This is an optimization exercise on Yosys and OpenROAD, whose aim is small area and a short achievable clock period, not a production implementation.
Where RTL was checked, it was by simulation tests only, not by an equivalence proof against the original.
No activity file was given, so power comes from the tool's default toggle rates.

## violet
Design dadda_16_16, start of the top module:
module dadda_16_16(mpd_in, mpr_in, op_out, clk);
  input clk;
  input [15:0] mpd_in, mpr_in;
  output [32:0] op_out;
  wire [17:0] ye = {2'b00, mpr_in};
  wire [7:0] e_one, e_two;
  genvar gi, gj;
  generate for (gi = 0; gi < 8; gi = gi + 1) begin : g_enc
    wire ym1 = (gi == 0) ? 1'b0 : ye[2*gi-1];
    assign e_one[gi] = ye[2*gi] ^ ym1;
    assign e_two[gi] = (ye[2*gi+1] & ~ye[2*gi] & ~ym1) | (~ye[2*gi+1] & ye[2*gi] & ym1);
  end endgenerate
  reg [15:0] x;
  reg [7:0] one, two, neg;
  reg [25:0] q0, q1;
  reg [5:0] ql;
  reg qc;
  wire carry_n = w270;
  wire [25:0] r0n, r1n;
  wire [5:0] sln;
  always @(posedge clk) begin
    x <= mpd_in;
    one <= e_one;
    two <= e_two;
    neg <= {mpr_in[15], mpr_in[13], mpr_in[11], mpr_in[9], mpr_in[7], mpr_in[5], mpr_in[3], mpr_in[1]};
    q0 <= r0n;
    q1 <= r1n;
    ql <= sln;
    qc <= ~carry_n;
  end
  wire [7:0] negn = ~neg;
  wire [16:0] ppn [0:7];
  generate for (gi = 0; gi < 8; gi = gi + 1) begin : g_pp
    for (gj = 0; gj < 17; gj = gj + 1) begin : g_ppj
      if (gj == 0) begin : g_lo
        bsel1 u_sel (.a(x[0]), .s(one[gi]), .neg(neg[gi]), .pn(ppn[gi][gj]));
      end else if (gj == 16) begin : g_hi
        bsel1 u_sel (.a(x[15]), .s(two[gi]), .neg(neg[gi]), .pn(ppn[gi][gj]));
      end else begin : g_mid
        bsel u_sel (.a(x[gj]), .b(x[gj-1]), .one(one[gi]), .two(two[gi]), .neg(neg[gi]), .pn(ppn[gi][gj]));
      end
    end
  end endgenerate
  wire [15:0] r8n;
  generate for (gj = 0; gj < 16; gj = gj + 1) begin : g_r8
    g_nand2 u_r8 (.a(x[gj]), .b(neg[7]), .y(r8n[gj]));
  end endgenerate
  wire ci1;
  wire ci2;
  wire ci3;
  wire ci4;
  wire ci5;
  wire ci6;
  wire w7;
  wire w8;
  wire w9;
  wire w10;
  wire w11;
  wire w12;
  wire w13;
  wire w14;
  wire w15;
  wire w16;
  wire w17;
  wire w18;
  wire w19;
  wire w20;
  wire w21;
  wire w22;
  ...
For scale: about 780 cells after synthesis, ~66 I/O pins.
clock: 7.0 ns
lec_check: 0
cap_margin: 20
core_margin: 2
core_utilization: 70
cts_buf_list: sky130_fd_sc_hd__clkbuf_4 sky130_fd_sc_hd__clkbuf_8
setup_slack_margin: 3.4
slew_margin: 20
synth_hierarchical: 1
standard.sh (not shown) runs the stock make flow with config.mk's settings and CLKGATE_MAP_FILE= SYNTH_SCRIPT=/design/flow/synth_recipe.tcl, a recipe that flattens the netlist after the stock synthesis.
==> flow/flow/run.sh <==
#!/bin/bash
# Standard layout (the standard.sh) with two changes:
#  - after synthesis, flow/post_synth.tcl takes logic cells down to their
#    smallest drive strength (timing repair later sizes up what it needs);
#  - the port buffers are buf_1 cells (sized up by repair where needed).
set -euo pipefail
here=$(pwd)
bash standard.sh POST_SYNTH_TCL=$here/flow/post_synth.tcl \
  "BUFFER_PORTS_ARGS=-buffer_cell sky130_fd_sc_hd__buf_1" finish > $here/standard_flow.log 2>&1
==> flow/flow/post_synth.tcl <==
# After synthesis: take every logic cell down to the smallest drive strength
# of its own kind and drop the buffers synthesis inserted; timing repair in the
# later steps sizes up what the critical paths need.
set n_resized 0
foreach inst [get_cells *] {
  set master [get_property $inst ref_name]
  if {![regexp {^(sky130_fd_sc_hd__[a-z0-9]+)_([0-9]+)$} $master -> base size]} { continue }
  if {[regexp {__(df|dl|sdf|edf|conb|tap|fill|decap|clk)} $base]} { continue }
  set best ""
  set best_area 1e9
  foreach s {0 1 2 4} {
    set lc [get_lib_cells -quiet */${base}_$s]
    if {$lc eq ""} { continue }
    if {[get_property $lc dont_use]} { continue }
    set a [get_property $lc area]
    if {$a < $best_area} { set best_area $a; set best [get_name $lc] }
  }
  if {$best ne "" && $best ne $master} {
    replace_cell $inst $best
    incr n_resized
  }
}
puts "post_synth: resized $n_resized cells"
remove_buffers
Relative to violet, the following input files were edited for nickel:
Settings: a change of CTS_BUF_LIST from sky130_fd_sc_hd__clkbuf_4 sky130_fd_sc_hd__clkbuf_8 to sky130_fd_sc_hd__clkbuf_8 sky130_fd_sc_hd__clkbuf_16; an added CTS_CLUSTER_SIZE of 30; an added CTS_CLUSTER_DIAMETER of 60; a change of CORE_UTILIZATION from 70 to 55.
Results
Number of buffers inserted to repair setup after CTS ends up higher on nickel. After synthesis and placement, the instance count of nickel is above that of violet. Run comparison: violet beginning of the critical path q1[9]; nickel beginning of the critical path q1[4]. Going from violet to nickel, final worst setup slack grew by 47 ps; number of fill cells grew by about 60%.
### nickel -> willow
Settings: CTS_CLUSTER_DIAMETER removed (was 60); CTS_CLUSTER_SIZE removed (was 30); CORE_UTILIZATION changed from 55 to 70.
- Route | willow vs nickel | wire shorter in willow
- From nickel to willow, count of clock-buffer cells in the layout did not move at all.
- Switching fraction of total power of willow is on par with nickel.
- | number of nets in the final layout | willow vs nickel | ≈ equal |
- Total number of vias: willow worse than nickel
- In terms of clock tree skew after final layout, willow and nickel differ only marginally.
## Diff of input files: onyx against willow
Settings: changing SETUP_SLACK_MARGIN from 3.4 to 3.5.
willow and onyx ended up with nearly the same number of standard cells in the final layout excluding fillers. onyx vs willow: wire length of the first global-routing pass up in onyx. Area share of buffers outside the clock network delta (willow -> onyx): insignificant. Compared to willow, onyx has number of signal-net buffers in the layout about 1.3% higher. Switching power share of the total across willow and onyx: no real change. Taking willow as the reference, in onyx area of all placed cells without fillers shows no meaningful change, power share of the clock group shows a reduction of 0.2 points. Wire length: onyx vs willow up 180 µm. Diff onyx..willow | area taken by multi-input logic gates | negligible. The higher minimum setup slack among reg-to-reg paths of willow and onyx is in onyx.
No run of this note included a check of the RTL's function; only the layout flow was run.

---

== oak ==
dadda_16_16, a different RTL version from the one above (not shown whole).
Size in the first run: about 780 cells after synthesis, about 66 I/O pins.
clock: 7.0 ns
lec_check: 0
cap_margin: 20
core_margin: 2
core_utilization: 55
cts_buf_list: sky130_fd_sc_hd__clkbuf_8 sky130_fd_sc_hd__clkbuf_16
cts_cluster_diameter: 60
cts_cluster_size: 30
setup_slack_margin: 3.4
slew_margin: 20
synth_hierarchical: 1
==> flow/flow/post_synth.tcl <==
# After synthesis: take every logic cell down to the smallest drive strength
# of its own kind and drop the buffers synthesis inserted; timing repair in the
# later steps sizes up what the critical paths need.
set n_resized 0
foreach inst [get_cells *] {
  set master [get_property $inst ref_name]
  if {![regexp {^(sky130_fd_sc_hd__[a-z0-9]+)_([0-9]+)$} $master -> base size]} { continue }
  if {[regexp {__(df|dl|sdf|edf|conb|tap|fill|decap|clk)} $base]} { continue }
  set best ""
  set best_area 1e9
  foreach s {0 1 2 4} {
    set lc [get_lib_cells -quiet */${base}_$s]
    if {$lc eq ""} { continue }
    if {[get_property $lc dont_use]} { continue }
    set a [get_property $lc area]
    if {$a < $best_area} { set best_area $a; set best [get_name $lc] }
  }
  if {$best ne "" && $best ne $master} {
    replace_cell $inst $best
    incr n_resized
  }
}
puts "post_synth: resized $n_resized cells"
remove_buffers
# The first-stage registers each drive a row or column of Booth selectors
# (16-17 loads): give them the strongest flip-flop of their kind.
set n_up 0
foreach inst [get_cells *] {
  if {[regexp {^(x|one|two|neg)\[} [get_name $inst]] && [get_property $inst ref_name] eq "sky130_fd_sc_hd__dfxtp_1"} {
    replace_cell $inst sky130_fd_sc_hd__dfxtp_4
    incr n_up
  }
}
puts "post_synth: upsized $n_up first-stage flip-flops"
Scripts as last shown in full above: flow/flow/run.sh
Having completed the whole flow, oak delivered a layout that passed the timing, DRC and antenna checks.
> inputs changed (oak -> pine)
# oak
export LEC_CHECK = 0
export CAP_MARGIN = 20
export CORE_MARGIN = 2
export CORE_UTILIZATION = 55
export CTS_BUF_LIST = sky130_fd_sc_hd__clkbuf_8 sky130_fd_sc_hd__clkbuf_16
export CTS_CLUSTER_DIAMETER = 60
export CTS_CLUSTER_SIZE = 30
export SETUP_SLACK_MARGIN = 3.4
export SLEW_MARGIN = 20
export SYNTH_HIERARCHICAL = 1
create_clock -name core_clock -period 7.0 [get_ports {clk}]
# pine
export LEC_CHECK = 0
export CAP_MARGIN = 20
export CORE_MARGIN = 2
export CORE_UTILIZATION = 55
export CTS_BUF_LIST = sky130_fd_sc_hd__clkbuf_4 sky130_fd_sc_hd__clkbuf_8
export SETUP_SLACK_MARGIN = 3.8
export SLEW_MARGIN = 20
export SYNTH_HIERARCHICAL = 1
create_clock -name core_clock -period 7.0 [get_ports {clk}]
--- a/flow/flow/post_synth.tcl
+++ b/flow/flow/post_synth.tcl
@@ -23,12 +23,2 @@
 puts "post_synth: resized $n_resized cells"
 remove_buffers
-# The first-stage registers each drive a row or column of Booth selectors
-# (16-17 loads): give them the strongest flip-flop of their kind.
-set n_up 0
-foreach inst [get_cells *] {
-  if {[regexp {^(x|one|two|neg)\[} [get_name $inst]] && [get_property $inst ref_name] eq "sky130_fd_sc_hd__dfxtp_1"} {
-    replace_cell $inst sky130_fd_sc_hd__dfxtp_4
-    incr n_up
-  }
-}
-puts "post_synth: upsized $n_up first-stage flip-flops"
Findings:
Changes observed in pine relative to oak: proportion of power drawn by combinational gates has increased, register-to-register slack increased 0.13 ns, die outline area went down by 280 um2.
#### Input delta (birch over pine)
# pine
export LEC_CHECK = 0
export CAP_MARGIN = 20
export CORE_MARGIN = 2
export CORE_UTILIZATION = 55
export CTS_BUF_LIST = sky130_fd_sc_hd__clkbuf_4 sky130_fd_sc_hd__clkbuf_8
export SETUP_SLACK_MARGIN = 3.8
export SLEW_MARGIN = 20
export SYNTH_HIERARCHICAL = 1
create_clock -name core_clock -period 7.0 [get_ports {clk}]
# birch
export LEC_CHECK = 0
export CAP_MARGIN = 20
export CORE_MARGIN = 2
export CORE_UTILIZATION = 65
export CTS_BUF_LIST = sky130_fd_sc_hd__clkbuf_4 sky130_fd_sc_hd__clkbuf_8
export SETUP_SLACK_MARGIN = 3.4
export SLEW_MARGIN = 20
export SYNTH_HIERARCHICAL = 1
create_clock -name core_clock -period 7.0 [get_ports {clk}]
## What came out
Taking pine over birch, the number of ordinary and repair buffers in the finished layout ratio works out to 1.5.
Diff birch..pine | post-synthesis cell area | unchanged
birch vs pine, termination of the worst setup path: op_out[17] vs op_out[28]
The lower final core area utilization of birch and pine is in pine.
When the final numbers for birch and pine were put side by side, the post-route minimum period turned out to be greater in birch.
Delta (birch minus pine): I/O pin total comparable, tapcell count moved down, stage delay of the slowest cell on the critical path saw little to no change, wire length after detailed routing has decreased.
## Diff of input files: maple against birch
# birch
export LEC_CHECK = 0
export CAP_MARGIN = 20
export CORE_MARGIN = 2
export CORE_UTILIZATION = 65
export CTS_BUF_LIST = sky130_fd_sc_hd__clkbuf_4 sky130_fd_sc_hd__clkbuf_8
export SETUP_SLACK_MARGIN = 3.4
export SLEW_MARGIN = 20
export SYNTH_HIERARCHICAL = 1
create_clock -name core_clock -period 7.0 [get_ports {clk}]
# maple
export LEC_CHECK = 0
export CAP_MARGIN = 20
export CORE_MARGIN = 2
export CORE_UTILIZATION = 45
export CTS_BUF_LIST = sky130_fd_sc_hd__clkbuf_4 sky130_fd_sc_hd__clkbuf_8
export SETUP_SLACK_MARGIN = 3.4
export SLEW_MARGIN = 20
export SYNTH_HIERARCHICAL = 1
create_clock -name core_clock -period 7.0 [get_ports {clk}]
Notes after the runs:
Reported for birch and maple, remaining design rule violation count turned out identical to the last digit. Largest incremental delay on the critical path across birch and maple: no real change. The end of the critical path comes out op_out[17] in one run and op_out[24] in the other, namely in birch and maple respectively. On clock latency on the worst-skew pair, birch and maple are basically level. Compared with birch, maple shows a lower final worst slack. maple falls short of birch in final critical path time including I/O delays and setup. Sort birch and maple by total internal power, ascending, and birch comes first. Looking only at clock distribution area overhead in the final layout, and setting everything else aside, the higher value of birch and maple goes to maple. maple against birch; total placed cells including tap cells is up by a few percent. Against birch as the reference, maple delivers a lower overall track demand over capacity in global routing.

---

== job 2353 ==
dadda_16_16 again, from the RTL that the note above started with.
==> flow/design.v (excerpt) <==
module dadda_16_16(mpd_in, mpr_in, op_out, clk);
  input clk;
  input [15:0] mpd_in, mpr_in;
  output [32:0] op_out;
  wire [17:0] ye = {2'b00, mpr_in};
  wire [7:0] e_one, e_two;
  genvar gi, gj;
  generate for (gi = 0; gi < 8; gi = gi + 1) begin : g_enc
    wire ym1 = (gi == 0) ? 1'b0 : ye[2*gi-1];
    assign e_one[gi] = ye[2*gi] ^ ym1;
    assign e_two[gi] = (ye[2*gi+1] & ~ye[2*gi] & ~ym1) | (~ye[2*gi+1] & ye[2*gi] & ym1);
  end endgenerate
  reg [15:0] x;
  reg [7:0] one, two, neg;
  reg [25:0] q0, q1;
  reg [5:0] ql;
  reg qc;
  wire carry_n = w270;
  wire [25:0] r0n, r1n;
  wire [5:0] sln;
  always @(posedge clk) begin
    x <= mpd_in;
    one <= e_one;
    two <= e_two;
    neg <= {mpr_in[15], mpr_in[13], mpr_in[11], mpr_in[9], mpr_in[7], mpr_in[5], mpr_in[3], mpr_in[1]};
    q0 <= r0n;
    q1 <= r1n;
    ql <= sln;
    qc <= carry_n;
  end
  wire [7:0] negn = ~neg;
  wire [16:0] ppn [0:7];
  generate for (gi = 0; gi < 8; gi = gi + 1) begin : g_pp
    for (gj = 0; gj < 17; gj = gj + 1) begin : g_ppj
      if (gj == 0) begin : g_lo
        bsel1 u_sel (.a(x[0]), .s(one[gi]), .neg(neg[gi]), .pn(ppn[gi][gj]));
      end else if (gj == 16) begin : g_hi
        bsel1 u_sel (.a(x[15]), .s(two[gi]), .neg(neg[gi]), .pn(ppn[gi][gj]));
      end else begin : g_mid
  ...
==> flow/config.mk <==
export PLATFORM = sky130hd
export DESIGN_NAME = dadda_16_16
export DESIGN_NICKNAME = dadda_16_16
export VERILOG_FILES = /design/flow/design.v
export SDC_FILE = /design/flow/constraint.sdc
export NUM_CORES = 4
export LEC_CHECK = 0
export CAP_MARGIN = 20
export CORE_MARGIN = 2
export CORE_UTILIZATION = 55
export CTS_BUF_LIST = sky130_fd_sc_hd__clkbuf_8 sky130_fd_sc_hd__clkbuf_16
export CTS_CLUSTER_DIAMETER = 60
export CTS_CLUSTER_SIZE = 30
export SETUP_SLACK_MARGIN = 3.4
export SLEW_MARGIN = 20
export SYNTH_HIERARCHICAL = 1
==> flow/constraint.sdc <==
create_clock -name core_clock -period 7.0 [get_ports {clk}]
set_input_delay 1.4000 -clock core_clock [delete_from_list [all_inputs] [get_ports {clk}]]
set_output_delay 1.4000 -clock core_clock [all_outputs]
set_load 0.01 [all_outputs]
==> flow/flow/post_synth.tcl <==
# After synthesis: take every logic cell down to the smallest drive strength
# of its own kind and drop the buffers synthesis inserted; timing repair in the
# later steps sizes up what the critical paths need.
set n_resized 0
foreach inst [get_cells *] {
  set master [get_property $inst ref_name]
  if {![regexp {^(sky130_fd_sc_hd__[a-z0-9]+)_([0-9]+)$} $master -> base size]} { continue }
  if {[regexp {__(df|dl|sdf|edf|conb|tap|fill|decap|clk)} $base]} { continue }
  set best ""
  set best_area 1e9
  foreach s {0 1 2 4} {
    set lc [get_lib_cells -quiet */${base}_$s]
    if {$lc eq ""} { continue }
    if {[get_property $lc dont_use]} { continue }
    set a [get_property $lc area]
    if {$a < $best_area} { set best_area $a; set best [get_name $lc] }
  }
  if {$best ne "" && $best ne $master} {
    replace_cell $inst $best
    incr n_resized
  }
}
puts "post_synth: resized $n_resized cells"
remove_buffers
Scripts as last shown in full above: flow/flow/run.sh
Per the final summary, job 2353 finished and its layout is clean on timing, DRC and antenna.
--- input diff job 2353..job 1690 ---
Settings: removing CTS_CLUSTER_DIAMETER (formerly 60); removing CTS_CLUSTER_SIZE (formerly 30); changing CTS_BUF_LIST from sky130_fd_sc_hd__clkbuf_8 sky130_fd_sc_hd__clkbuf_16 to sky130_fd_sc_hd__clkbuf_4 sky130_fd_sc_hd__clkbuf_8.
==> results.txt <==
Job 1690 against job 2353: overall via count from detail_route increased by 21 relative to the old numbers; area growth from synthesis to layout decreased by 0.79 points relative to the old numbers. Taking job 2353 as the reference, in job 1690 post-layout total power lost about 2.8%; first-pass GRT wire length about even; total routed wirelength essentially unchanged. Relative to job 2353, job 1690 improves slack of the worst reg-to-reg path. [job 1690] sequential share of layout area rose 0.28 points relative to job 2353. Of job 1690 and job 2353, it is job 1690 that has the lower utilization. The number of cells in the finished layout apart from fillers on job 1690 is in line with that on job 2353. Comparing final-layout fill cell count for job 1690 and job 2353, the smaller number came from job 2353.
Changes in job 2484 relative to job 1690:
Settings: changing CTS_BUF_LIST from sky130_fd_sc_hd__clkbuf_4 sky130_fd_sc_hd__clkbuf_8 to sky130_fd_sc_hd__clkbuf_8 sky130_fd_sc_hd__clkbuf_16; setting CTS_CLUSTER_DIAMETER to 60 for the first time; setting CTS_CLUSTER_SIZE to 30 for the first time; changing SETUP_SLACK_MARGIN from 3.4 to 3.6.
--- a/flow/flow/post_synth.tcl
+++ b/flow/flow/post_synth.tcl
@@ -24 +24,11 @@
 remove_buffers
+# The first-stage registers each drive a row or column of Booth selectors
+# (16-17 loads): give them the strongest flip-flop of their kind.
+set n_up 0
+foreach inst [get_cells *] {
+  if {[regexp {^(x|one|two|neg)\[} [get_name $inst]] && [get_property $inst ref_name] eq "sky130_fd_sc_hd__dfxtp_1"} {
+    replace_cell $inst sky130_fd_sc_hd__dfxtp_4
+    incr n_up
+  }
+}
+puts "post_synth: upsized $n_up first-stage flip-flops"
Job 2484 and job 1690 all finish clean. Relative to job 1690, clock latency on the worst-skew pair has decreased by 0.03 ns in job 2484. Job 2484 against job 1690: total die area went up; placer's final routability congestion estimate down 0.014; initial DRC count went up 6.6%; smallest setup slack after layout up 0.082 ns; total of clock buffers placed in the layout saw a decrease. Row maximum fanout along the worst path: job 2484 lower / job 1690 higher. In terms of via count, job 2484 and job 1690 differ only marginally.
What job 9875 does differently from job 2484 at the input level:
Settings: SETUP_SLACK_MARGIN now 3.45, was 3.6.
--- a/flow/flow/post_synth.tcl
+++ b/flow/flow/post_synth.tcl
@@ -24,11 +24 @@
 remove_buffers
-# The first-stage registers each drive a row or column of Booth selectors
-# (16-17 loads): give them the strongest flip-flop of their kind.
-set n_up 0
-foreach inst [get_cells *] {
-  if {[regexp {^(x|one|two|neg)\[} [get_name $inst]] && [get_property $inst ref_name] eq "sky130_fd_sc_hd__dfxtp_1"} {
-    replace_cell $inst sky130_fd_sc_hd__dfxtp_4
-    incr n_up
-  }
-}
-puts "post_synth: upsized $n_up first-stage flip-flops"
## What came out
On job 9875: part of the cycle the worst path needs is 1.0 points higher than what job 2484 gave.
Reported combinational group power: job 9875 < job 2484
Largest voltage drop on the vdd net of job 9875 falls short of that of job 2484 by more than 10%.
Initial core utilization down 0.40 points in job 9875 wrt job 2484
Run comparison: job 2484 cell with the largest stage delay on the worst path sky130_fd_sc_hd__dfxtp_4; job 9875 cell with the largest stage delay on the worst path sky130_fd_sc_hd__dfxtp_1
Modified inputs, job 3249 compared to job 9875
Settings: a change of SETUP_SLACK_MARGIN from 3.45 to 3.6; a deleted CTS_CLUSTER_DIAMETER that had been 60; a change of CTS_BUF_LIST from sky130_fd_sc_hd__clkbuf_8 sky130_fd_sc_hd__clkbuf_16 to sky130_fd_sc_hd__clkbuf_4 sky130_fd_sc_hd__clkbuf_8; a deleted CTS_CLUSTER_SIZE that had been 30.
Findings:
Job 3249 vs job 9875 — detailed-route via count climbed by a few percent
Number of stages on the worst setup path delta for job 3249 relative to job 9875: 1 higher
Re sequential share of cell area: job 9875 was lower than job 3249.
Routed wire in job 3249 totals more than in job 9875.
Job 3249 ends up with a power share of the combinational group that is 2.1 points higher than in job 9875.
Comparing job 3249 with job 9875, the global-route usage came out essentially unchanged.
Job 3249 vs job 9875: layout buffering overhead excluding clock cells up in job 3249
Going from job 9875 to job 3249, the area growth from synthesis to layout was found to have gone up by 1.4 points.

port drivers added, routing unchanged:
Ports are ideal in the flow. The routed layouts listed here were re-timed in OpenROAD. Step 1 sets driving cells, clkbuf_16 on the clock port and buf_2 on the other inputs (assumed; they add their load-dependent delay and slew). Step 2 also shifts input and output timing later by t, the mid clock arrival at the registers, as if the neighbouring blocks saw the same clock. Slacks: ideal ports / drivers / drivers and shift; pairs: ideal ports / drivers.
run | shift t [ns] | setup WS [ns] | latest minus earliest clock arrival (ns)
violet | 0.419 | 3.477 / 3.442 / 3.520 | 0.017 / 0.017
nickel | 0.389 | 3.523 / 3.481 / 3.537 | 0.013 / 0.013
willow | 0.394 | 3.461 / 3.419 / 3.487 | 0.014 / 0.015
onyx | 0.396 | 3.521 / 3.481 / 3.683 | 0.013 / 0.013
oak | 0.396 | 3.558 / 3.514 / 3.732 | 0.012 / 0.012
pine | 0.415 | 3.613 / 3.575 / 3.858 | 0.016 / 0.016
birch | 0.421 | 3.517 / 3.480 / 3.584 | 0.019 / 0.019
maple | 0.430 | 3.498 / 3.459 / 3.528 | 0.019 / 0.020
job 2353 | 0.390 | 3.499 / 3.457 / 3.516 | 0.012 / 0.012
job 1690 | 0.415 | 3.535 / 3.497 / 3.612 | 0.015 / 0.015
job 2484 | 0.397 | 3.616 / 3.576 / 3.757 | 0.015 / 0.016
job 9875 | 0.394 | 3.544 / 3.504 / 3.661 | 0.010 / 0.010
job 3249 | 0.429 | 3.494 / 3.456 / 3.695 | 0.024 / 0.023
After both steps setup and hold are still met in every run listed.
